What follows belongs to an exercise in optimizing a design on an open flow for small area; a production flow would make more cautious choices.
For this run, only the layout was checked, not whether the RTL still works.
The flow treats the clock pin as an ideal source, which a real chip does not have.
Power and IR drop assume default switching activity.

==> flow/run.sh <==
#!/bin/bash
# The standard layout (standard.sh), with these changes:
#  - synthesis maps to the x1 (or x0) size of every cell: the platform's
#    don't-use list plus the larger sizes (flow/synth_dont_use.txt); ABC
#    otherwise upsizes the one-gate modules for a load they do not have.
#    Placement and timing repair may still use every size;
#  - the port buffers are the smallest buffer cell (buf_1);
#  - clock tree: clkbuf_4 buffers and no dummy loads, then each clock buffer
#    is sized to the smallest clkbuf that keeps the slew at the flip-flop
#    clock pins under 120 ps (flow/clk_size.tcl).
# Each step's output goes to a log file of its own here; ORFS's own logs are
# under orfs/logs.
set -euo pipefail
R=orfs/results/sky130hd/ALU_top/base
bash standard.sh synth "DONT_USE_CELLS=$(cat flow/synth_dont_use.txt)" > synth.log 2>&1
export BUFFER_PORTS_ARGS="-buffer_cell sky130_fd_sc_hd__buf_1"
export CTS_ARGS="-sink_clustering_enable -repair_clock_nets -dont_use_dummy_load -buf_list sky130_fd_sc_hd__clkbuf_4"
bash standard.sh cts > place_cts.log 2>&1
ODB_IN=$R/4_cts.odb ODB_OUT=$R/4_cts.odb SDC_IN=$R/4_cts.sdc \
  LIB=$FLOW_HOME/platforms/sky130hd/lib/sky130_fd_sc_hd__tt_025C_1v80.lib \
  PLATFORM_DIR=$FLOW_HOME/platforms/sky130hd CLK_SLEW_TARGET=0.120 CLK_ROOT_SLEW_TARGET=0.25 \
  openroad -no_splash -exit flow/clk_size.tcl > clk_size.log 2>&1
bash standard.sh > route_finish.log 2>&1
==> flow/clk_size.tcl <==
# Sizes each clock buffer to the smallest clkbuf that keeps the slew at the
# pins it drives under a target, leaves first, then re-legalizes placement.
read_db $::env(ODB_IN)
read_liberty $::env(LIB)
read_sdc $::env(SDC_IN)
source $::env(PLATFORM_DIR)/setRC.tcl
set_propagated_clock [all_clocks]
estimate_parasitics -placement
set target $::env(CLK_SLEW_TARGET)
set sizes {sky130_fd_sc_hd__clkbuf_1 sky130_fd_sc_hd__clkbuf_2 sky130_fd_sc_hd__clkbuf_4 sky130_fd_sc_hd__clkbuf_8 sky130_fd_sc_hd__clkbuf_16}
proc load_slew {inst} {
  set mx 0
  set out [get_pins -of_objects [get_cells $inst] -filter "direction == output"]
  set net [get_nets -of_objects $out]
  foreach p [get_pins -of_objects $net -filter "direction == input"] {
    set s [get_property $p slew_max]
    if {$s > $mx} { set mx $s }
  }
  return $mx
}
proc drives_flops {inst} {
  set out [get_pins -of_objects [get_cells $inst] -filter "direction == output"]
  set net [get_nets -of_objects $out]
  foreach p [get_pins -of_objects $net -filter "direction == input"] {
    if {[string match *CLK [get_full_name $p]]} { return 1 }
  }
  return 0
}
set bufs {}
foreach i [get_cells -hierarchical *] {
  if {[string match *clkbuf* [get_property $i ref_name]]} { lappend bufs [get_full_name $i] }
}
set leaves {}; set others {}
foreach b $bufs { if {[drives_flops $b]} { lappend leaves $b } else { lappend others $b } }
foreach pass {1 2} {
  foreach b [concat $leaves $others] {
    set t [expr {[lsearch $leaves $b] >= 0 ? $target : $::env(CLK_ROOT_SLEW_TARGET)}]
    foreach s $sizes {
      replace_cell [get_cells $b] [get_lib_cells */$s]
      estimate_parasitics -placement
      if {[load_slew $b] <= $t} { break }
    }
    puts "clock buffer $b: [get_property [get_cells $b] ref_name] slew [load_slew $b]"
  }
}
detailed_placement
check_placement
estimate_parasitics -placement
set mx 0
foreach p [get_pins -hierarchical */CLK] { set s [get_property $p slew_max]; if {$s > $mx} {set mx $s} }
puts "max flop clock slew $mx"
write_db $::env(ODB_OUT)
==> flow/synth_dont_use.txt <==
sky130_fd_sc_hd__probe_p_8 sky130_fd_sc_hd__probec_p_8 sky130_fd_sc_hd__lpflow_bleeder_1 sky130_fd_sc_hd__lpflow_clkbufkapwr_1 sky130_fd_sc_hd__lpflow_clkbufkapwr_16 sky130_fd_sc_hd__lpflow_clkbufkapwr_2 sky130_fd_sc_hd__lpflow_clkbufkapwr_4 sky130_fd_sc_hd__lpflow_clkbufkapwr_8 sky130_fd_sc_hd__lpflow_clkinvkapwr_1 sky130_fd_sc_hd__lpflow_clkinvkapwr_16 sky130_fd_sc_hd__lpflow_clkinvkapwr_2 sky130_fd_sc_hd__lpflow_clkinvkapwr_4 sky130_fd_sc_hd__lpflow_clkinvkapwr_8 sky130_fd_sc_hd__lpflow_decapkapwr_12 sky130_fd_sc_hd__lpflow_decapkapwr_3 sky130_fd_sc_hd__lpflow_decapkapwr_4 sky130_fd_sc_hd__lpflow_decapkapwr_6 sky130_fd_sc_hd__lpflow_decapkapwr_8 sky130_fd_sc_hd__lpflow_inputiso0n_1 sky130_fd_sc_hd__lpflow_inputiso0p_1 sky130_fd_sc_hd__lpflow_inputiso1n_1 sky130_fd_sc_hd__lpflow_inputiso1p_1 sky130_fd_sc_hd__lpflow_inputisolatch_1 sky130_fd_sc_hd__lpflow_isobufsrc_1 sky130_fd_sc_hd__lpflow_isobufsrc_16 sky130_fd_sc_hd__lpflow_isobufsrc_2 sky130_fd_sc_hd__lpflow_isobufsrc_4 sky130_fd_sc_hd__lpflow_isobufsrc_8 sky130_fd_sc_hd__lpflow_isobufsrckapwr_16 sky130_fd_sc_hd__lpflow_lsbuf_lh_hl_isowell_tap_1 sky130_fd_sc_hd__lpflow_lsbuf_lh_hl_isowell_tap_2 sky130_fd_sc_hd__lpflow_lsbuf_lh_hl_isowell_tap_4 sky130_fd_sc_hd__lpflow_lsbuf_lh_isowell_4 sky130_fd_sc_hd__lpflow_lsbuf_lh_isowell_tap_1 sky130_fd_sc_hd__lpflow_lsbuf_lh_isowell_tap_2 sky130_fd_sc_hd__lpflow_lsbuf_lh_isowell_tap_4 sky130_fd_sc_hd__a2111o_2 sky130_fd_sc_hd__a2111o_4 sky130_fd_sc_hd__a2111oi_2 sky130_fd_sc_hd__a2111oi_4 sky130_fd_sc_hd__a211o_2 sky130_fd_sc_hd__a211o_4 sky130_fd_sc_hd__a211oi_2 sky130_fd_sc_hd__a211oi_4 sky130_fd_sc_hd__a21bo_2 sky130_fd_sc_hd__a21bo_4 sky130_fd_sc_hd__a21boi_2 sky130_fd_sc_hd__a21boi_4 sky130_fd_sc_hd__a21o_2 sky130_fd_sc_hd__a21o_4 sky130_fd_sc_hd__a21oi_2 sky130_fd_sc_hd__a21oi_4 sky130_fd_sc_hd__a221o_2 sky130_fd_sc_hd__a221o_4 sky130_fd_sc_hd__a221oi_2 sky130_fd_sc_hd__a221oi_4 sky130_fd_sc_hd__a22o_2 sky130_fd_sc_hd__a22o_4 sky130_fd_sc_hd__a22oi_2 sky130_fd_sc_hd__a22oi_4 sky130_fd_sc_hd__a2bb2o_2 sky130_fd_sc_hd__a2bb2o_4 sky130_fd_sc_hd__a2bb2oi_2 sky130_fd_sc_hd__a2bb2oi_4 sky130_fd_sc_hd__a311o_2 sky130_fd_sc_hd__a311o_4 sky130_fd_sc_hd__a311oi_2 sky130_fd_sc_hd__a311oi_4 sky130_fd_sc_hd__a31o_2 sky130_fd_sc_hd__a31o_4 sky130_fd_sc_hd__a31oi_2 sky130_fd_sc_hd__a31oi_4 sky130_fd_sc_hd__a32o_2 sky130_fd_sc_hd__a32o_4 sky130_fd_sc_hd__a32oi_2 sky130_fd_sc_hd__a32oi_4 sky130_fd_sc_hd__a41o_2 sky130_fd_sc_hd__a41o_4 sky130_fd_sc_hd__a41oi_2 sky130_fd_sc_hd__a41oi_4 sky130_fd_sc_hd__and2_2 sky130_fd_sc_hd__and2_4 sky130_fd_sc_hd__and2b_2 sky130_fd_sc_hd__and2b_4 sky130_fd_sc_hd__and3_2 sky130_fd_sc_hd__and3_4 sky130_fd_sc_hd__and3b_2 sky130_fd_sc_hd__and3b_4 sky130_fd_sc_hd__and4_2 sky130_fd_sc_hd__and4_4 sky130_fd_sc_hd__and4b_2 sky130_fd_sc_hd__and4b_4 sky130_fd_sc_hd__and4bb_2 sky130_fd_sc_hd__and4bb_4 sky130_fd_sc_hd__buf_12 sky130_fd_sc_hd__buf_16 sky130_fd_sc_hd__buf_2 sky130_fd_sc_hd__buf_6 sky130_fd_sc_hd__buf_8 sky130_fd_sc_hd__bufbuf_16 sky130_fd_sc_hd__bufbuf_8 sky130_fd_sc_hd__bufinv_16 sky130_fd_sc_hd__bufinv_8 sky130_fd_sc_hd__clkbuf_16 sky130_fd_sc_hd__clkbuf_2 sky130_fd_sc_hd__clkbuf_4 sky130_fd_sc_hd__clkbuf_8 sky130_fd_sc_hd__clkdlybuf4s15_2 sky130_fd_sc_hd__clkdlybuf4s18_2 sky130_fd_sc_hd__clkdlybuf4s25_2 sky130_fd_sc_hd__clkdlybuf4s50_2 sky130_fd_sc_hd__clkinv_16 sky130_fd_sc_hd__clkinv_2 sky130_fd_sc_hd__clkinv_4 sky130_fd_sc_hd__clkinv_8 sky130_fd_sc_hd__clkinvlp_2 sky130_fd_sc_hd__clkinvlp_4 sky130_fd_sc_hd__decap_12 sky130_fd_sc_hd__decap_3 sky130_fd_sc_hd__decap_4 sky130_fd_sc_hd__decap_6 sky130_fd_sc_hd__decap_8 sky130_fd_sc_hd__dfbbn_2 sky130_fd_sc_hd__dfrbp_2 sky130_fd_sc_hd__dfrtp_2 sky130_fd_sc_hd__dfrtp_4 sky130_fd_sc_hd__dfsbp_2 sky130_fd_sc_hd__dfstp_2 sky130_fd_sc_hd__dfstp_4 sky130_fd_sc_hd__dfxbp_2 sky130_fd_sc_hd__dfxtp_2 sky130_fd_sc_hd__dfxtp_4 sky130_fd_sc_hd__diode_2 sky130_fd_sc_hd__dlclkp_2 sky130_fd_sc_hd__dlclkp_4 sky130_fd_sc_hd__dlrbn_2 sky130_fd_sc_hd__dlrbp_2 sky130_fd_sc_hd__dlrtn_2 sky130_fd_sc_hd__dlrtn_4 sky130_fd_sc_hd__dlrtp_2 sky130_fd_sc_hd__dlrtp_4 sky130_fd_sc_hd__dlxbn_2 sky130_fd_sc_hd__dlxtn_2 sky130_fd_sc_hd__dlxtn_4 sky130_fd_sc_hd__ebufn_2 sky130_fd_sc_hd__ebufn_4 sky130_fd_sc_hd__ebufn_8 sky130_fd_sc_hd__einvn_2 sky130_fd_sc_hd__einvn_4 sky130_fd_sc_hd__einvn_8 sky130_fd_sc_hd__einvp_2 sky130_fd_sc_hd__einvp_4 sky130_fd_sc_hd__einvp_8 sky130_fd_sc_hd__fa_2 sky130_fd_sc_hd__fa_4 sky130_fd_sc_hd__ha_2 sky130_fd_sc_hd__ha_4 sky130_fd_sc_hd__inv_12 sky130_fd_sc_hd__inv_16 sky130_fd_sc_hd__inv_2 sky130_fd_sc_hd__inv_4 sky130_fd_sc_hd__inv_6 sky130_fd_sc_hd__inv_8 sky130_fd_sc_hd__maj3_2 sky130_fd_sc_hd__maj3_4 sky130_fd_sc_hd__mux2_2 sky130_fd_sc_hd__mux2_4 sky130_fd_sc_hd__mux2_8 sky130_fd_sc_hd__mux2i_2 sky130_fd_sc_hd__mux2i_4 sky130_fd_sc_hd__mux4_2 sky130_fd_sc_hd__mux4_4 sky130_fd_sc_hd__nand2_2 sky130_fd_sc_hd__nand2_4 sky130_fd_sc_hd__nand2_8 sky130_fd_sc_hd__nand2b_2 sky130_fd_sc_hd__nand2b_4 sky130_fd_sc_hd__nand3_2 sky130_fd_sc_hd__nand3_4 sky130_fd_sc_hd__nand3b_2 sky130_fd_sc_hd__nand3b_4 sky130_fd_sc_hd__nand4_2 sky130_fd_sc_hd__nand4_4 sky130_fd_sc_hd__nand4b_2 sky130_fd_sc_hd__nand4b_4 sky130_fd_sc_hd__nand4bb_2 sky130_fd_sc_hd__nand4bb_4 sky130_fd_sc_hd__nor2_2 sky130_fd_sc_hd__nor2_4 sky130_fd_sc_hd__nor2_8 sky130_fd_sc_hd__nor2b_2 sky130_fd_sc_hd__nor2b_4 sky130_fd_sc_hd__nor3_2 sky130_fd_sc_hd__nor3_4 sky130_fd_sc_hd__nor3b_2 sky130_fd_sc_hd__nor3b_4 sky130_fd_sc_hd__nor4_2 sky130_fd_sc_hd__nor4_4 sky130_fd_sc_hd__nor4b_2 sky130_fd_sc_hd__nor4b_4 sky130_fd_sc_hd__nor4bb_2 sky130_fd_sc_hd__nor4bb_4 sky130_fd_sc_hd__o2111a_2 sky130_fd_sc_hd__o2111a_4 sky130_fd_sc_hd__o2111ai_2 sky130_fd_sc_hd__o2111ai_4 sky130_fd_sc_hd__o211a_2 sky130_fd_sc_hd__o211a_4 sky130_fd_sc_hd__o211ai_2 sky130_fd_sc_hd__o211ai_4 sky130_fd_sc_hd__o21a_2 sky130_fd_sc_hd__o21a_4 sky130_fd_sc_hd__o21ai_2 sky130_fd_sc_hd__o21ai_4 sky130_fd_sc_hd__o21ba_2 sky130_fd_sc_hd__o21ba_4 sky130_fd_sc_hd__o21bai_2 sky130_fd_sc_hd__o21bai_4 sky130_fd_sc_hd__o221a_2 sky130_fd_sc_hd__o221a_4 sky130_fd_sc_hd__o221ai_2 sky130_fd_sc_hd__o221ai_4 sky130_fd_sc_hd__o22a_2 sky130_fd_sc_hd__o22a_4 sky130_fd_sc_hd__o22ai_2 sky130_fd_sc_hd__o22ai_4 sky130_fd_sc_hd__o2bb2a_2 sky130_fd_sc_hd__o2bb2a_4 sky130_fd_sc_hd__o2bb2ai_2 sky130_fd_sc_hd__o2bb2ai_4 sky130_fd_sc_hd__o311a_2 sky130_fd_sc_hd__o311a_4 sky130_fd_sc_hd__o311ai_2 sky130_fd_sc_hd__o311ai_4 sky130_fd_sc_hd__o31a_2 sky130_fd_sc_hd__o31a_4 sky130_fd_sc_hd__o31ai_2 sky130_fd_sc_hd__o31ai_4 sky130_fd_sc_hd__o32a_2 sky130_fd_sc_hd__o32a_4 sky130_fd_sc_hd__o32ai_2 sky130_fd_sc_hd__o32ai_4 sky130_fd_sc_hd__o41a_2 sky130_fd_sc_hd__o41a_4 sky130_fd_sc_hd__o41ai_2 sky130_fd_sc_hd__o41ai_4 sky130_fd_sc_hd__or2_2 sky130_fd_sc_hd__or2_4 sky130_fd_sc_hd__or2b_2 sky130_fd_sc_hd__or2b_4 sky130_fd_sc_hd__or3_2 sky130_fd_sc_hd__or3_4 sky130_fd_sc_hd__or3b_2 sky130_fd_sc_hd__or3b_4 sky130_fd_sc_hd__or4_2 sky130_fd_sc_hd__or4_4 sky130_fd_sc_hd__or4b_2 sky130_fd_sc_hd__or4b_4 sky130_fd_sc_hd__or4bb_2 sky130_fd_sc_hd__or4bb_4 sky130_fd_sc_hd__sdfbbn_2 sky130_fd_sc_hd__sdfrbp_2 sky130_fd_sc_hd__sdfrtp_2 sky130_fd_sc_hd__sdfrtp_4 sky130_fd_sc_hd__sdfsbp_2 sky130_fd_sc_hd__sdfstp_2 sky130_fd_sc_hd__sdfstp_4 sky130_fd_sc_hd__sdfxbp_2 sky130_fd_sc_hd__sdfxtp_2 sky130_fd_sc_hd__sdfxtp_4 sky130_fd_sc_hd__sdlclkp_2 sky130_fd_sc_hd__sdlclkp_4 sky130_fd_sc_hd__sedfxbp_2 sky130_fd_sc_hd__sedfxtp_2 sky130_fd_sc_hd__sedfxtp_4 sky130_fd_sc_hd__xnor2_2 sky130_fd_sc_hd__xnor2_4 sky130_fd_sc_hd__xnor3_2 sky130_fd_sc_hd__xnor3_4 sky130_fd_sc_hd__xor2_2 sky130_fd_sc_hd__xor2_4 sky130_fd_sc_hd__xor3_2 sky130_fd_sc_hd__xor3_4
==> standard.sh <==
#!/bin/bash
# synth_recipe.tcl (not shown) runs the flow's synth.tcl, then flattens the netlist and writes it again
# the make line also repeats each setting of config.mk as NAME=value (left out here)
make -C /OpenROAD-flow-scripts/flow DESIGN_CONFIG=/design/flow/config.mk WORK_HOME=/design/flow/orfs CLKGATE_MAP_FILE= SYNTH_SCRIPT=/design/flow/synth_recipe.tcl "${@:-finish}"
==> config.mk <==
export PLATFORM = sky130hd
export DESIGN_NAME = ALU_top
export DESIGN_NICKNAME = ALU_top
export VERILOG_FILES = /design/flow/design.v
export SDC_FILE = /design/flow/constraint.sdc
export NUM_CORES = 4
export LEC_CHECK = 0
export CAP_MARGIN = 20
export CORE_MARGIN = 2
export CORE_UTILIZATION = 70
export SLEW_MARGIN = 20
export SYNTH_HIERARCHICAL = 1
export SYNTH_MINIMUM_KEEP_SIZE = 1
==> constraint.sdc <==
create_clock -name core_clock -period 4.5 [get_ports {clk}]
set_input_delay 0.9000 -clock core_clock [delete_from_list [all_inputs] [get_ports {clk}]]
set_output_delay 0.9000 -clock core_clock [all_outputs]
set_load 0.01 [all_outputs]
==> design.v <==
`timescale 1ns / 1ps
module ALU_top(
    input clk,
    input [31:0] a,
    input [31:0] b,
    input [3:0] f,
    output reg [31:0] y,
    output reg [3:0] zero
    );
    reg  [31:0] a_r, b_r;
    reg  [3:0]  f_r;
    wire [31:0] y_c;
    wire [3:0]  zero_c;
    ALU u_alu(.a(a_r), .b(b_r), .f(f_r), .y(y_c), .zero(zero_c));
    always @(posedge clk) begin
        a_r  <= a;
        b_r  <= b;
        f_r  <= f;
        y    <= y_c;
        zero <= zero_c;
    end
endmodule

`timescale 1ns / 1ps
module ALU(
   input signed [31:0] a, b,
   input [3:0] f,
   output signed [31:0] y,
   output [3:0] zero
   );
   wire bb0, p0, g0, bb1, pn1, gn1, bb2, p2, g2, bb3, pn3, gn3, bb4, p4, g4, bb5, pn5, gn5, qn0, yb0, cn1, l1, q1, y1, c2, qn2, y2, cn3, l3, q3, y3, c4, qn4, y4, cn5, l5, q5, y5, c6, bb6, p6, g6, bb7, pn7, gn7, bb8, p8, g8, bb9, pn9, gn9, bb10, p10, g10, bb11, pn11, gn11, bb12, p12, g12, qn6, y6, cn7, l7, q7, y7, c8, qn8, y8, cn9, l9, q9, y9, c10, qn10, y10, cn11, l11, q11, y11, c12, qn12, y12, gx6, G6_7, Gn6_8, G6_9, Gn6_10, G6_11, Gn6_12, Px6, Pw6, P6, Cn13, bb13, pn13, gn13, bb14, p14, g14, bb15, pn15, gn15, bb16, p16, g16, bb17, pn17, gn17, bb18, p18, g18, l13, q13, y13, c14, qn14, y14, cn15, l15, q15, y15, c16, qn16, y16, cn17, l17, q17, y17, c18, qn18, y18, gx13, Gn13_14, G13_15, Gn13_16, G13_17, Gn13_18, Px13, Pw13, Pn13, C19, bb19, p19, g19, bb20, pn20, gn20, bb21, p21, g21, bb22, pn22, gn22, bb23, p23, g23, bb24, pn24, gn24, qn19, y19, cn20, l20, q20, y20, c21, qn21, y21, cn22, l22, q22, y22, c23, qn23, y23, cn24, l24, q24, y24, gx19, G19_20, Gn19_21, G19_22, Gn19_23, G19_24, Px19, Pw19, P19, Cn25, bb25, pn25, gn25, bb26, p26, g26, bb27, pn27, gn27, bb28, p28, g28, l25, q25, y25, c26, qn26, y26, cn27, l27, q27, y27, c28, qn28, y28, gx25, Gn25_26, G25_27, Gn25_28, Px25, Pw25, Pn25, C29, bb29, p29, g29, bb30, pn30, gn30, bb31, p31, g31, qn29, y29, cn30, l30, q30, y30, c31, qn31, y31, cn32, slt, y0, zf0, zf1, zf2, zf3, zf4, zf5, zf6, zf7, zf8, zf9, zf10, zn0, zn1, zn2, zr;
   wire K1, K2, K3, K1n, K2n, K3n, S7;
   alu_ctrl u_ctrl (.f(f), .K1(K1), .K2(K2), .K3(K3), .K1n(K1n), .K2n(K2n), .K3n(K3n), .S7(S7));
   g_xor2 u_bb0 (.a(b[0]), .b(f[2]), .y(bb0));
   g_ha u_p0 (.a(a[0]), .b(bb0), .s(p0), .c(g0));
   g_xor2 u_bb1 (.a(b[1]), .b(f[2]), .y(bb1));
   g_xnor2 u_pn1 (.a(a[1]), .b(bb1), .y(pn1));
   g_nand2 u_gn1 (.a(a[1]), .b(bb1), .y(gn1));
   g_xor2 u_bb2 (.a(b[2]), .b(f[2]), .y(bb2));
   g_ha u_p2 (.a(a[2]), .b(bb2), .s(p2), .c(g2));
   g_xor2 u_bb3 (.a(b[3]), .b(f[2]), .y(bb3));
   g_xnor2 u_pn3 (.a(a[3]), .b(bb3), .y(pn3));
   g_nand2 u_gn3 (.a(a[3]), .b(bb3), .y(gn3));
   g_xor2 u_bb4 (.a(b[4]), .b(f[2]), .y(bb4));
   g_ha u_p4 (.a(a[4]), .b(bb4), .s(p4), .c(g4));
   g_xor2 u_bb5 (.a(b[5]), .b(f[2]), .y(bb5));
   g_xnor2 u_pn5 (.a(a[5]), .b(bb5), .y(pn5));
   g_nand2 u_gn5 (.a(a[5]), .b(bb5), .y(gn5));
   g_a222oi u_qn0 (.a1(K1), .a2(f[2]), .b1(K2), .b2(g0), .c1(K3), .c2(p0), .y(qn0));
   g_xnor2 u_yb0 (.a(p0), .b(qn0), .y(yb0));
   g_a21oi u_cn1 (.a1(p0), .a2(f[2]), .b1(g0), .y(cn1));
   g_o22ai u_l1 (.a1(K2n), .a2(gn1), .b1(K3n), .b2(pn1), .y(l1));
   g_o21bai u_q1 (.a1(K1n), .a2(cn1), .b1n(l1), .y(q1));
   g_xnor2 u_y1 (.a(pn1), .b(q1), .y(y1));
   g_o21ai u_c2 (.a1(pn1), .a2(cn1), .b1(gn1), .y(c2));
   g_a222oi u_qn2 (.a1(K1), .a2(c2), .b1(K2), .b2(g2), .c1(K3), .c2(p2), .y(qn2));
   g_xnor2 u_y2 (.a(p2), .b(qn2), .y(y2));
   g_a21oi u_cn3 (.a1(p2), .a2(c2), .b1(g2), .y(cn3));
   g_o22ai u_l3 (.a1(K2n), .a2(gn3), .b1(K3n), .b2(pn3), .y(l3));
   g_o21bai u_q3 (.a1(K1n), .a2(cn3), .b1n(l3), .y(q3));
   g_xnor2 u_y3 (.a(pn3), .b(q3), .y(y3));
   g_o21ai u_c4 (.a1(pn3), .a2(cn3), .b1(gn3), .y(c4));
   g_a222oi u_qn4 (.a1(K1), .a2(c4), .b1(K2), .b2(g4), .c1(K3), .c2(p4), .y(qn4));
   g_xnor2 u_y4 (.a(p4), .b(qn4), .y(y4));
   g_a21oi u_cn5 (.a1(p4), .a2(c4), .b1(g4), .y(cn5));
   g_o22ai u_l5 (.a1(K2n), .a2(gn5), .b1(K3n), .b2(pn5), .y(l5));
   g_o21bai u_q5 (.a1(K1n), .a2(cn5), .b1n(l5), .y(q5));
   g_xnor2 u_y5 (.a(pn5), .b(q5), .y(y5));
   g_o21ai u_c6 (.a1(pn5), .a2(cn5), .b1(gn5), .y(c6));
   g_xor2 u_bb6 (.a(b[6]), .b(f[2]), .y(bb6));
   g_ha u_p6 (.a(a[6]), .b(bb6), .s(p6), .c(g6));
   g_xor2 u_bb7 (.a(b[7]), .b(f[2]), .y(bb7));
   g_xnor2 u_pn7 (.a(a[7]), .b(bb7), .y(pn7));
   g_nand2 u_gn7 (.a(a[7]), .b(bb7), .y(gn7));
   g_xor2 u_bb8 (.a(b[8]), .b(f[2]), .y(bb8));
   g_ha u_p8 (.a(a[8]), .b(bb8), .s(p8), .c(g8));
   g_xor2 u_bb9 (.a(b[9]), .b(f[2]), .y(bb9));
   g_xnor2 u_pn9 (.a(a[9]), .b(bb9), .y(pn9));
   g_nand2 u_gn9 (.a(a[9]), .b(bb9), .y(gn9));
   g_xor2 u_bb10 (.a(b[10]), .b(f[2]), .y(bb10));
   g_ha u_p10 (.a(a[10]), .b(bb10), .s(p10), .c(g10));
   g_xor2 u_bb11 (.a(b[11]), .b(f[2]), .y(bb11));
   g_xnor2 u_pn11 (.a(a[11]), .b(bb11), .y(pn11));
   g_nand2 u_gn11 (.a(a[11]), .b(bb11), .y(gn11));
   g_xor2 u_bb12 (.a(b[12]), .b(f[2]), .y(bb12));
   g_ha u_p12 (.a(a[12]), .b(bb12), .s(p12), .c(g12));
   g_a222oi u_qn6 (.a1(K1), .a2(c6), .b1(K2), .b2(g6), .c1(K3), .c2(p6), .y(qn6));
   g_xnor2 u_y6 (.a(p6), .b(qn6), .y(y6));
   g_a21oi u_cn7 (.a1(p6), .a2(c6), .b1(g6), .y(cn7));
   g_o22ai u_l7 (.a1(K2n), .a2(gn7), .b1(K3n), .b2(pn7), .y(l7));
   g_o21bai u_q7 (.a1(K1n), .a2(cn7), .b1n(l7), .y(q7));
   g_xnor2 u_y7 (.a(pn7), .b(q7), .y(y7));
   g_o21ai u_c8 (.a1(pn7), .a2(cn7), .b1(gn7), .y(c8));
   g_a222oi u_qn8 (.a1(K1), .a2(c8), .b1(K2), .b2(g8), .c1(K3), .c2(p8), .y(qn8));
   g_xnor2 u_y8 (.a(p8), .b(qn8), .y(y8));
   g_a21oi u_cn9 (.a1(p8), .a2(c8), .b1(g8), .y(cn9));
   g_o22ai u_l9 (.a1(K2n), .a2(gn9), .b1(K3n), .b2(pn9), .y(l9));
   g_o21bai u_q9 (.a1(K1n), .a2(cn9), .b1n(l9), .y(q9));
   g_xnor2 u_y9 (.a(pn9), .b(q9), .y(y9));
   g_o21ai u_c10 (.a1(pn9), .a2(cn9), .b1(gn9), .y(c10));
   g_a222oi u_qn10 (.a1(K1), .a2(c10), .b1(K2), .b2(g10), .c1(K3), .c2(p10), .y(qn10));
   g_xnor2 u_y10 (.a(p10), .b(qn10), .y(y10));
   g_a21oi u_cn11 (.a1(p10), .a2(c10), .b1(g10), .y(cn11));
   g_o22ai u_l11 (.a1(K2n), .a2(gn11), .b1(K3n), .b2(pn11), .y(l11));
   g_o21bai u_q11 (.a1(K1n), .a2(cn11), .b1n(l11), .y(q11));
   g_xnor2 u_y11 (.a(pn11), .b(q11), .y(y11));
   g_o21ai u_c12 (.a1(pn11), .a2(cn11), .b1(gn11), .y(c12));
   g_a222oi u_qn12 (.a1(K1), .a2(c12), .b1(K2), .b2(g12), .c1(K3), .c2(p12), .y(qn12));
   g_xnor2 u_y12 (.a(p12), .b(qn12), .y(y12));
   g_nand2 u_gx6 (.a(a[6]), .b(bb6), .y(gx6));
   g_o21ai u_G6_7 (.a1(pn7), .a2(gx6), .b1(gn7), .y(G6_7));
   g_a21oi u_Gn6_8 (.a1(p8), .a2(G6_7), .b1(g8), .y(Gn6_8));
   g_o21ai u_G6_9 (.a1(pn9), .a2(Gn6_8), .b1(gn9), .y(G6_9));
   g_a21oi u_Gn6_10 (.a1(p10), .a2(G6_9), .b1(g10), .y(Gn6_10));
   g_o21ai u_G6_11 (.a1(pn11), .a2(Gn6_10), .b1(gn11), .y(G6_11));
   g_a21oi u_Gn6_12 (.a1(p12), .a2(G6_11), .b1(g12), .y(Gn6_12));
   g_nand4 u_Px6 (.a(p6), .b(p8), .c(p10), .d(p12), .y(Px6));
   g_nor3 u_Pw6 (.a(pn7), .b(pn9), .c(pn11), .y(Pw6));
   g_nor2b u_P6 (.a(Px6), .bn(Pw6), .y(P6));
   g_a21boi u_Cn13 (.a1(P6), .a2(c6), .b1n(Gn6_12), .y(Cn13));
   g_xor2 u_bb13 (.a(b[13]), .b(f[2]), .y(bb13));
   g_xnor2 u_pn13 (.a(a[13]), .b(bb13), .y(pn13));
   g_nand2 u_gn13 (.a(a[13]), .b(bb13), .y(gn13));
   g_xor2 u_bb14 (.a(b[14]), .b(f[2]), .y(bb14));
   g_ha u_p14 (.a(a[14]), .b(bb14), .s(p14), .c(g14));
   g_xor2 u_bb15 (.a(b[15]), .b(f[2]), .y(bb15));
   g_xnor2 u_pn15 (.a(a[15]), .b(bb15), .y(pn15));
   g_nand2 u_gn15 (.a(a[15]), .b(bb15), .y(gn15));
   g_xor2 u_bb16 (.a(b[16]), .b(f[2]), .y(bb16));
   g_ha u_p16 (.a(a[16]), .b(bb16), .s(p16), .c(g16));
   g_xor2 u_bb17 (.a(b[17]), .b(f[2]), .y(bb17));
   g_xnor2 u_pn17 (.a(a[17]), .b(bb17), .y(pn17));
   g_nand2 u_gn17 (.a(a[17]), .b(bb17), .y(gn17));
   g_xor2 u_bb18 (.a(b[18]), .b(f[2]), .y(bb18));
   g_ha u_p18 (.a(a[18]), .b(bb18), .s(p18), .c(g18));
   g_o22ai u_l13 (.a1(K2n), .a2(gn13), .b1(K3n), .b2(pn13), .y(l13));
   g_o21bai u_q13 (.a1(K1n), .a2(Cn13), .b1n(l13), .y(q13));
   g_xnor2 u_y13 (.a(pn13), .b(q13), .y(y13));
   g_o21ai u_c14 (.a1(pn13), .a2(Cn13), .b1(gn13), .y(c14));
   g_a222oi u_qn14 (.a1(K1), .a2(c14), .b1(K2), .b2(g14), .c1(K3), .c2(p14), .y(qn14));
   g_xnor2 u_y14 (.a(p14), .b(qn14), .y(y14));
   g_a21oi u_cn15 (.a1(p14), .a2(c14), .b1(g14), .y(cn15));
   g_o22ai u_l15 (.a1(K2n), .a2(gn15), .b1(K3n), .b2(pn15), .y(l15));
   g_o21bai u_q15 (.a1(K1n), .a2(cn15), .b1n(l15), .y(q15));
   g_xnor2 u_y15 (.a(pn15), .b(q15), .y(y15));
   g_o21ai u_c16 (.a1(pn15), .a2(cn15), .b1(gn15), .y(c16));
   g_a222oi u_qn16 (.a1(K1), .a2(c16), .b1(K2), .b2(g16), .c1(K3), .c2(p16), .y(qn16));
   g_xnor2 u_y16 (.a(p16), .b(qn16), .y(y16));
   g_a21oi u_cn17 (.a1(p16), .a2(c16), .b1(g16), .y(cn17));
   g_o22ai u_l17 (.a1(K2n), .a2(gn17), .b1(K3n), .b2(pn17), .y(l17));
   g_o21bai u_q17 (.a1(K1n), .a2(cn17), .b1n(l17), .y(q17));
   g_xnor2 u_y17 (.a(pn17), .b(q17), .y(y17));
   g_o21ai u_c18 (.a1(pn17), .a2(cn17), .b1(gn17), .y(c18));
   g_a222oi u_qn18 (.a1(K1), .a2(c18), .b1(K2), .b2(g18), .c1(K3), .c2(p18), .y(qn18));
   g_xnor2 u_y18 (.a(p18), .b(qn18), .y(y18));
   g_and2 u_gx13 (.a(a[13]), .b(bb13), .y(gx13));
   g_a21oi u_Gn13_14 (.a1(p14), .a2(gx13), .b1(g14), .y(Gn13_14));
   g_o21ai u_G13_15 (.a1(pn15), .a2(Gn13_14), .b1(gn15), .y(G13_15));
   g_a21oi u_Gn13_16 (.a1(p16), .a2(G13_15), .b1(g16), .y(Gn13_16));
   g_o21ai u_G13_17 (.a1(pn17), .a2(Gn13_16), .b1(gn17), .y(G13_17));
   g_a21oi u_Gn13_18 (.a1(p18), .a2(G13_17), .b1(g18), .y(Gn13_18));
   g_nand3 u_Px13 (.a(p14), .b(p16), .c(p18), .y(Px13));
   g_nor3 u_Pw13 (.a(pn13), .b(pn15), .c(pn17), .y(Pw13));
   g_nand2b u_Pn13 (.an(Px13), .b(Pw13), .y(Pn13));
   g_o21ai u_C19 (.a1(Pn13), .a2(Cn13), .b1(Gn13_18), .y(C19));
   g_xor2 u_bb19 (.a(b[19]), .b(f[2]), .y(bb19));
   g_ha u_p19 (.a(a[19]), .b(bb19), .s(p19), .c(g19));
   g_xor2 u_bb20 (.a(b[20]), .b(f[2]), .y(bb20));
   g_xnor2 u_pn20 (.a(a[20]), .b(bb20), .y(pn20));
   g_nand2 u_gn20 (.a(a[20]), .b(bb20), .y(gn20));
   g_xor2 u_bb21 (.a(b[21]), .b(f[2]), .y(bb21));
   g_ha u_p21 (.a(a[21]), .b(bb21), .s(p21), .c(g21));
   g_xor2 u_bb22 (.a(b[22]), .b(f[2]), .y(bb22));
   g_xnor2 u_pn22 (.a(a[22]), .b(bb22), .y(pn22));
   g_nand2 u_gn22 (.a(a[22]), .b(bb22), .y(gn22));
   g_xor2 u_bb23 (.a(b[23]), .b(f[2]), .y(bb23));
   g_ha u_p23 (.a(a[23]), .b(bb23), .s(p23), .c(g23));
   g_xor2 u_bb24 (.a(b[24]), .b(f[2]), .y(bb24));
   g_xnor2 u_pn24 (.a(a[24]), .b(bb24), .y(pn24));
   g_nand2 u_gn24 (.a(a[24]), .b(bb24), .y(gn24));
   g_a222oi u_qn19 (.a1(K1), .a2(C19), .b1(K2), .b2(g19), .c1(K3), .c2(p19), .y(qn19));
   g_xnor2 u_y19 (.a(p19), .b(qn19), .y(y19));
   g_a21oi u_cn20 (.a1(p19), .a2(C19), .b1(g19), .y(cn20));
   g_o22ai u_l20 (.a1(K2n), .a2(gn20), .b1(K3n), .b2(pn20), .y(l20));
   g_o21bai u_q20 (.a1(K1n), .a2(cn20), .b1n(l20), .y(q20));
   g_xnor2 u_y20 (.a(pn20), .b(q20), .y(y20));
   g_o21ai u_c21 (.a1(pn20), .a2(cn20), .b1(gn20), .y(c21));
   g_a222oi u_qn21 (.a1(K1), .a2(c21), .b1(K2), .b2(g21), .c1(K3), .c2(p21), .y(qn21));
   g_xnor2 u_y21 (.a(p21), .b(qn21), .y(y21));
   g_a21oi u_cn22 (.a1(p21), .a2(c21), .b1(g21), .y(cn22));
   g_o22ai u_l22 (.a1(K2n), .a2(gn22), .b1(K3n), .b2(pn22), .y(l22));
   g_o21bai u_q22 (.a1(K1n), .a2(cn22), .b1n(l22), .y(q22));
   g_xnor2 u_y22 (.a(pn22), .b(q22), .y(y22));
   g_o21ai u_c23 (.a1(pn22), .a2(cn22), .b1(gn22), .y(c23));
   g_a222oi u_qn23 (.a1(K1), .a2(c23), .b1(K2), .b2(g23), .c1(K3), .c2(p23), .y(qn23));
   g_xnor2 u_y23 (.a(p23), .b(qn23), .y(y23));
   g_a21oi u_cn24 (.a1(p23), .a2(c23), .b1(g23), .y(cn24));
   g_o22ai u_l24 (.a1(K2n), .a2(gn24), .b1(K3n), .b2(pn24), .y(l24));
   g_o21bai u_q24 (.a1(K1n), .a2(cn24), .b1n(l24), .y(q24));
   g_xnor2 u_y24 (.a(pn24), .b(q24), .y(y24));
   g_nand2 u_gx19 (.a(a[19]), .b(bb19), .y(gx19));
   g_o21ai u_G19_20 (.a1(pn20), .a2(gx19), .b1(gn20), .y(G19_20));
   g_a21oi u_Gn19_21 (.a1(p21), .a2(G19_20), .b1(g21), .y(Gn19_21));
   g_o21ai u_G19_22 (.a1(pn22), .a2(Gn19_21), .b1(gn22), .y(G19_22));
   g_a21oi u_Gn19_23 (.a1(p23), .a2(G19_22), .b1(g23), .y(Gn19_23));
   g_o21ai u_G19_24 (.a1(pn24), .a2(Gn19_23), .b1(gn24), .y(G19_24));
   g_nand3 u_Px19 (.a(p19), .b(p21), .c(p23), .y(Px19));
   g_nor3 u_Pw19 (.a(pn20), .b(pn22), .c(pn24), .y(Pw19));
   g_nor2b u_P19 (.a(Px19), .bn(Pw19), .y(P19));
   g_a21oi u_Cn25 (.a1(P19), .a2(C19), .b1(G19_24), .y(Cn25));
   g_xor2 u_bb25 (.a(b[25]), .b(f[2]), .y(bb25));
   g_xnor2 u_pn25 (.a(a[25]), .b(bb25), .y(pn25));
   g_nand2 u_gn25 (.a(a[25]), .b(bb25), .y(gn25));
   g_xor2 u_bb26 (.a(b[26]), .b(f[2]), .y(bb26));
   g_ha u_p26 (.a(a[26]), .b(bb26), .s(p26), .c(g26));
   g_xor2 u_bb27 (.a(b[27]), .b(f[2]), .y(bb27));
   g_xnor2 u_pn27 (.a(a[27]), .b(bb27), .y(pn27));
   g_nand2 u_gn27 (.a(a[27]), .b(bb27), .y(gn27));
   g_xor2 u_bb28 (.a(b[28]), .b(f[2]), .y(bb28));
   g_ha u_p28 (.a(a[28]), .b(bb28), .s(p28), .c(g28));
   g_o22ai u_l25 (.a1(K2n), .a2(gn25), .b1(K3n), .b2(pn25), .y(l25));
   g_o21bai u_q25 (.a1(K1n), .a2(Cn25), .b1n(l25), .y(q25));
   g_xnor2 u_y25 (.a(pn25), .b(q25), .y(y25));
   g_o21ai u_c26 (.a1(pn25), .a2(Cn25), .b1(gn25), .y(c26));
   g_a222oi u_qn26 (.a1(K1), .a2(c26), .b1(K2), .b2(g26), .c1(K3), .c2(p26), .y(qn26));
   g_xnor2 u_y26 (.a(p26), .b(qn26), .y(y26));
   g_a21oi u_cn27 (.a1(p26), .a2(c26), .b1(g26), .y(cn27));
   g_o22ai u_l27 (.a1(K2n), .a2(gn27), .b1(K3n), .b2(pn27), .y(l27));
   g_o21bai u_q27 (.a1(K1n), .a2(cn27), .b1n(l27), .y(q27));
   g_xnor2 u_y27 (.a(pn27), .b(q27), .y(y27));
   g_o21ai u_c28 (.a1(pn27), .a2(cn27), .b1(gn27), .y(c28));
   g_a222oi u_qn28 (.a1(K1), .a2(c28), .b1(K2), .b2(g28), .c1(K3), .c2(p28), .y(qn28));
   g_xnor2 u_y28 (.a(p28), .b(qn28), .y(y28));
   g_and2 u_gx25 (.a(a[25]), .b(bb25), .y(gx25));
   g_a21oi u_Gn25_26 (.a1(p26), .a2(gx25), .b1(g26), .y(Gn25_26));
   g_o21ai u_G25_27 (.a1(pn27), .a2(Gn25_26), .b1(gn27), .y(G25_27));
   g_a21oi u_Gn25_28 (.a1(p28), .a2(G25_27), .b1(g28), .y(Gn25_28));
   g_nand2 u_Px25 (.a(p26), .b(p28), .y(Px25));
   g_nor2 u_Pw25 (.a(pn25), .b(pn27), .y(Pw25));
   g_nand2b u_Pn25 (.an(Px25), .b(Pw25), .y(Pn25));
   g_o21ai u_C29 (.a1(Pn25), .a2(Cn25), .b1(Gn25_28), .y(C29));
   g_xor2 u_bb29 (.a(b[29]), .b(f[2]), .y(bb29));
   g_ha u_p29 (.a(a[29]), .b(bb29), .s(p29), .c(g29));
   g_xor2 u_bb30 (.a(b[30]), .b(f[2]), .y(bb30));
   g_xnor2 u_pn30 (.a(a[30]), .b(bb30), .y(pn30));
   g_nand2 u_gn30 (.a(a[30]), .b(bb30), .y(gn30));
   g_xor2 u_bb31 (.a(b[31]), .b(f[2]), .y(bb31));
   g_ha u_p31 (.a(a[31]), .b(bb31), .s(p31), .c(g31));
   g_a222oi u_qn29 (.a1(K1), .a2(C29), .b1(K2), .b2(g29), .c1(K3), .c2(p29), .y(qn29));
   g_xnor2 u_y29 (.a(p29), .b(qn29), .y(y29));
   g_a21oi u_cn30 (.a1(p29), .a2(C29), .b1(g29), .y(cn30));
   g_o22ai u_l30 (.a1(K2n), .a2(gn30), .b1(K3n), .b2(pn30), .y(l30));
   g_o21bai u_q30 (.a1(K1n), .a2(cn30), .b1n(l30), .y(q30));
   g_xnor2 u_y30 (.a(pn30), .b(q30), .y(y30));
   g_o21ai u_c31 (.a1(pn30), .a2(cn30), .b1(gn30), .y(c31));
   g_a222oi u_qn31 (.a1(K1), .a2(c31), .b1(K2), .b2(g31), .c1(K3), .c2(p31), .y(qn31));
   g_xnor2 u_y31 (.a(p31), .b(qn31), .y(y31));
   g_a21oi u_cn32 (.a1(p31), .a2(c31), .b1(g31), .y(cn32));
   g_xnor2 u_slt (.a(p31), .b(cn32), .y(slt));
   g_a21o u_y0 (.a1(S7), .a2(slt), .b1(yb0), .y(y0));
   g_nor2 u_zf0 (.a(y24), .b(y18), .y(zf0));
   g_nor2 u_zf1 (.a(y23), .b(y28), .y(zf1));
   g_nor2 u_zf2 (.a(y31), .b(y12), .y(zf2));
   g_nor2 u_zf3 (.a(y17), .b(y22), .y(zf3));
   g_nor2 u_zf4 (.a(y27), .b(y30), .y(zf4));
   g_nor3 u_zf5 (.a(y11), .b(y16), .c(y21), .y(zf5));
   g_nor3 u_zf6 (.a(y26), .b(y29), .c(y10), .y(zf6));
   g_nor3 u_zf7 (.a(y15), .b(y20), .c(y25), .y(zf7));
   g_nor4 u_zf8 (.a(y9), .b(y14), .c(y19), .d(y8), .y(zf8));
   g_nor4 u_zf9 (.a(y13), .b(y7), .c(y6), .d(y5), .y(zf9));
   g_nor4 u_zf10 (.a(y4), .b(y3), .c(y2), .d(y1), .y(zf10));
   g_nand4 u_zn0 (.a(zf0), .b(zf1), .c(zf2), .d(zf3), .y(zn0));
   g_nand4 u_zn1 (.a(zf4), .b(zf5), .c(zf6), .d(zf7), .y(zn1));
   g_nand3 u_zn2 (.a(zf8), .b(zf9), .c(zf10), .y(zn2));
   g_nor4 u_zr (.a(y0), .b(zn0), .c(zn1), .d(zn2), .y(zr));
   assign y = {y31, y30, y29, y28, y27, y26, y25, y24, y23, y22, y21, y20, y19, y18, y17, y16, y15, y14, y13, y12, y11, y10, y9, y8, y7, y6, y5, y4, y3, y2, y1, y0};
   assign zero = {3'b000, zr};
endmodule
module alu_ctrl(input [3:0] f, output K1, K2, K3, K1n, K2n, K3n, S7);
   assign K1 = ~f[3] & f[1] & ~f[0];
   assign K2 = ~f[3] & ~f[1];
   assign K3 = f[3] | (~f[1] & ~f[0]) | (f[2] & f[1] & f[0]);
   assign K1n = ~(~f[3] & f[1] & ~f[0]);
   assign K2n = ~(~f[3] & ~f[1]);
   assign K3n = ~(f[3] | (~f[1] & ~f[0]) | (f[2] & f[1] & f[0]));
   assign S7 = ~f[3] & f[2] & f[1] & f[0];
endmodule
module g_a21boi(input a1, a2, b1n, output y);
   assign y = ~((a1 & a2) | ~b1n);
endmodule
module g_a21o(input a1, a2, b1, output y);
   assign y = (a1 & a2) | b1;
endmodule
module g_a21oi(input a1, a2, b1, output y);
   assign y = ~((a1 & a2) | b1);
endmodule
module g_a222oi(input a1, a2, b1, b2, c1, c2, output y);
   assign y = ~((a1 & a2) | (b1 & b2) | (c1 & c2));
endmodule
module g_and2(input a, b, output y);
   assign y = ~(~a | ~b);
endmodule
module g_ha(input a, b, output s, c);
   assign s = a ^ b;
   assign c = a & b;
endmodule
module g_nand2(input a, b, output y);
   assign y = ~(a & b);
endmodule
module g_nand2b(input an, b, output y);
   assign y = ~(~an & b);
endmodule
module g_nand3(input a, b, c, output y);
   assign y = ~(a & b & c);
endmodule
module g_nand4(input a, b, c, d, output y);
   assign y = ~(a & b & c & d);
endmodule
module g_nor2(input a, b, output y);
   assign y = ~(a | b);
endmodule
module g_nor2b(input a, bn, output y);
   assign y = ~(a | ~bn);
endmodule
module g_nor3(input a, b, c, output y);
   assign y = ~(a | b | c);
endmodule
module g_nor4(input a, b, c, d, output y);
   assign y = ~(a | b | c | d);
endmodule
module g_o21ai(input a1, a2, b1, output y);
   assign y = ~((a1 | a2) & b1);
endmodule
module g_o21bai(input a1, a2, b1n, output y);
   assign y = ~((a1 | a2) & ~b1n);
endmodule
module g_o22ai(input a1, a2, b1, b2, output y);
   assign y = ~((a1 | a2) & (b1 | b2));
endmodule
module g_xnor2(input a, b, output y);
   assign y = (a & b) | (~a & ~b);
endmodule
module g_xor2(input a, b, output y);
   assign y = (a & ~b) | (~a & b);
endmodule
==> summary.txt <==
==> power by group through the flow <==
stage	logic (mW)	clock network [mW]	registers, mW
CTS	0.563	0.345	1.07
finish	0.579	0.380	1.07
global placement	0.548	0	1.09
detailed placement	0.560	0	1.09
global route	0.623	0.421	1.08
floorplan	0.335	0	1.14
==> metrics by stage <==
step            util  setup TNS (ns)  hold slack (ns)  area, sq um  cells
2_1_floorplan      -               0            0.588         3880    358
3_3_place_gp   0.803               0            0.642         4370    532
5_1_grt        0.824        -0.00345            0.507         4480    541
3_5_place_dp   0.803               0            0.646         4370    532
4_1_cts        0.816               0            0.509         4440    541
6_report       0.824               0            0.541         4480    541
==> timing repair <==
| item | 4_1_cts | 5_1_grt |
|---|---|---|
| endpoints found under the setup margin | 0 | 1 |
| resized for setup | 0 | 5 |
| endpoints found under the hold margin | 0 | 0 |
==> Yosys stat by module, one instance, submodules excluded, excerpt <==
module	cells	flip-flops and latches
g_a21oi	1	0
g_a222oi	1	0
g_nand3	1	0
g_nand4	1	0
g_nor3	1	0
g_nor4	1	0
g_o21ai	1	0
g_xnor2	1	0
g_xor2	1	0
==> routing by layer <==
metal | up-vias | part of all wire
met1 | 1493 | 0.41
met2 | 178 | 0.48
met5 | - | 0
met3 | 25 | 0.091
met4 | 0 | 0.025
li1 | 1510 | -
==> cell families (layout without fill, tap and decap cells) <==
family / Yosys count / after routing / synth area share
AOI/OAI and AO/OA: 99 / 99 / 0.166
xor gates and xnor gates: 80 / 80 / 0.181
adders and majority gates: 17 / 17 / 0.0549
buffers and inverters: 5 / 116 / 0.00775
DFF: 101 / 101 / 0.522
other: 1 / 3 / 0.000968
and+or+nand+nor: 53 / 53 / 0.0675
==> flip-flops by register name (all words and copies together) (netlist names) <==
register	flops
zero	1
y	32
a_r	32
b_r	32
f_r	4
==> layout by cell type, fill, tap and decap left out, types with 15 or more instances in the layout <==
master	netlist	layout
xnor2_1	48	48
a222oi_1	17	17
o21ai_1	25	25
dfxtp_1	101	100
nand2_1	18	18
buf_1	0	101
xor2_1	32	32
a21oi_1	25	23
ha_1	17	17
o22ai_1	15	15
o21bai_1	15	15
==> final timing paths <==
kind / endpoint / cells past startpoint / slack (ns)
worst max register to register: zero[0]$_DFF_P_ / 19 / 0.32
worst max-delay path: zero[0]$_DFF_P_ / 19 / 0.32
worst min-delay path: b_r[24]$_DFF_P_ / 1 / 0.54
worst min register to register: y[31]$_DFF_P_ / 2 / 0.67
==> area by class of cell <==
type                            instances  area share
Multi-Input combinational cell        252       0.414
Sequential cell                       101       0.452
Clock buffer                            9      0.0207
Tap cell                               72      0.0201
Inverter                                2     0.00168
Timing Repair Buffer                  105      0.0913
==> summary.txt <==
Run status:
- The run finished with no timing, DRC or antenna violations.

Logic synthesis:
- The synthesized cell area is 3870 sq um.
- After synthesis, the cell types taking the most area are dfxtp_1, xnor2_1, xor2_1.
- The number of storage elements in the synthesis netlist is 101.
- The number of instances in the synthesized netlist is 356.
- The number of synthesized flops with an enable pin is 0.
- The share of synthesized area in the top cell type comes to 0.522.
- The most instantiated flip-flop cell in the synthesis netlist is dfxtp_1.
- For this run, the register share of the synthesized area comes to 0.522.
- The library cell with the largest summed area after synthesis is dfxtp_1.
- Each instance of the synthesized netlist takes up on average 10.9 sq um.
- Yosys instantiated no cell more often than dfxtp_1.
- By count the netlist is led by dfxtp_1, xnor2_1, xor2_1, a21oi_1, o21ai_1.
- The synthesis warning total is 7.
- The share of synthesized registers carrying an async set or reset is 0.
- The synthesized netlist contains 28 unique library cells.

Power and ir drop:
- The power consumption is 2.03 mW.
- The relative contribution of combinational cells to total power is 0.286.
- In this run the power spent charging and discharging nets is 641 uW.
- The internal power consumption is 1.39 mW.
- Of the total power, the clock network draws 0.187.
- The share of total power dissipated in sequential elements is 0.527.
- The maximum resistive drop on vdd is 0.000358 V.
- In this run the static leakage power is 1.69 nW.
- Of the total power, the share spent switching nets is 0.316.
- The power per unit of standard cell area is 452 nW/um^2.

Timing:
- Static timing analysis puts the maximum clock frequency at 239 MHz.
- The slew at the pin with the worst max-slew slack is 0.698 ns.
- The final count of pins violating max slew is 0.
- After layout, the worst setup slack is 0.320 ns.
- The worst pin sits at a relative slew slack of 0.535.
- The count of final setup violators is 0.
- In the finished design, the share of the clock period the worst path needs comes to 0.929.
- The worst clock skew is 0.0246 ns.
- The clock period minus worst slack is 4.18 ns.
- The number of hold violations in the final report is 0.

Placed design:
- Summed over all nets, the half-perimeter wirelength after detailed placement is 6440 microns.
- The number of port buffers is 101.
- At the placement stage, the worst setup path has a slack of 0.252 ns.
- The placer congestion estimate is 0.885.

Cells and area:
- The final net count is 557.
- The number of diodes is 0.
- The fraction of final layout cells with drive strength greater than 1 is 0.0426.
- The filler cell count is 375.
- Relative to the synthesized area, the layout overhead comes to 15.7%.
- The multi-input combinational cells in the finished layout cover a total of 1860 sq um.
- Summing all flip-flop and latch instances after layout gives 2030 sq um.

Global routing:
- The first global-routing pass estimated 13,600 microns of wire.
- The met3 track utilization from global routing is 0.0782.
- The overflow left after global routing is 0.
- The met2 global-route usage is 0.482.
- The number of antenna violations at the first check in global routing is 0.
- The via count of the first global-routing pass is 2,990.
- The maximum number of pins on one net before global-route repair is 20.
- After global routing, the most crowded layer is met2.
- In the global route stage, met1 resource usage came out at 0.356.
- Across every metal layer, demand over resource in global routing totals 0.292.

Critical path:
- STA classifies the critical path endpoint as a flip-flop.
- The launching element of the worst setup path is f_r[2]$_DFF_P_.
- The cell family contributing the most delay on the critical path is compound AO/OA/AOI/OAI gates.
- The signal on the critical path passes through xor2_1 -> ha_1 -> a21oi_2 -> o21ai_1 -> a21oi_1 -> o21ai_1 -> a21oi_1 -> o21ai_1 -> a21boi_2 -> o21ai_1 -> a21oi_1 -> o21ai_1 -> a21oi_1 -> o21ai_1 -> a222oi_1 -> xnor2_1 -> nor2_1 -> nand4_1 -> nor4_2.
- Of all nets on the critical path, the largest fanout is 10.
- The most prevalent standard cell on the critical path is o21ai_1.
- The kind of start point of the critical path is a flip-flop.
- The buffers plus inverters on the worst setup path is 0.
- The origin of the critical flop-to-flop path is f_r[2]$_DFF_P_.
- The critical setup path kind is flip-flop to flip-flop.
- On the worst path, the slowest cell contributes a delay of 0.48 ns.
- The required time at the endpoint of the critical path is 4.83 ns.
- Among all stages on the critical path, the largest delay is contributed by a222oi_1.
- The arrival time at the worst endpoint is 4.51 ns.

Clock network:
- The tree is rooted in a clkbuf_4.
- The clock sink count is 101.
- The number of setup buffers added after CTS is 0.
- The H-tree level count is 3.
- After clock tree synthesis, the clock-pin slew on the worst setup and hold paths is 0.10 ns.
- The longest clock path from root to sink contains 2 buffers.
- The latest clock arrival within the worst-skew pair is 0.44 ns.
- TritonCTS built the clock tree.
- The post-cts hold buffer count is 0.
- The number of clock buffers inserted by TritonCTS is 9.

Routing:
- Before antenna repair, the detailed router went through 5 iterations.
- In the routed layout, each cell is associated on average with a via count of 5.93.
- Wires add up to 8710 microns.
- The average wire length per cell after detail routing is 16.1 microns.
- The number of antenna-violating nets in the routed design is 0.
- The count of unresolved DRC violations after routing is 0.
- Detailed routing inserted a total of 3,206 vias.
- The detailed router finished its first iteration with 329 violations.

Floorplan:
- The effective utilization at floorplan is 0.712.
- The floorplan row count is 27.
- The chip height is 78.4 microns.
- In this run the count of I/O pins placed on the die edge is 105.
- The die covers 6140 sq um.
- The core box area is 5440 sq um.
- The width of the chip is 78.4 microns.

Min path:
- The class of the most critical hold timing path is input port to flip-flop.
- The worst min-delay path startpoint is b[24].

Flow run:
- Max-cap violations in this run came to 0.

[port drivers added, routing unchanged]
Ports are ideal in the flow. The routed layout listed here was re-timed in OpenROAD. Step 1, drivers: a clkbuf_16 drives clk and a buf_2 each remaining input, both assumed. Step 2 adds t to the input delays and takes it off the output delays; t is the mean of the earliest and latest rising clock arrival at the registers after step 1. Input paths then give back, and output paths get back, about the clock's delay inside the block. Slacks: no drivers / after step 1 / after step 2; pairs: no drivers / after step 1.
shift t [ns]: 0.456
setup WS [ns]: 0.320 / 0.320 / 0.320
worst register clock-pin slew, ns: 0.11 / 0.11
After both steps setup and hold are still met in this run. The setup slack of this run moves by 0.000 ns with the drivers and by 0.000 ns with both steps.
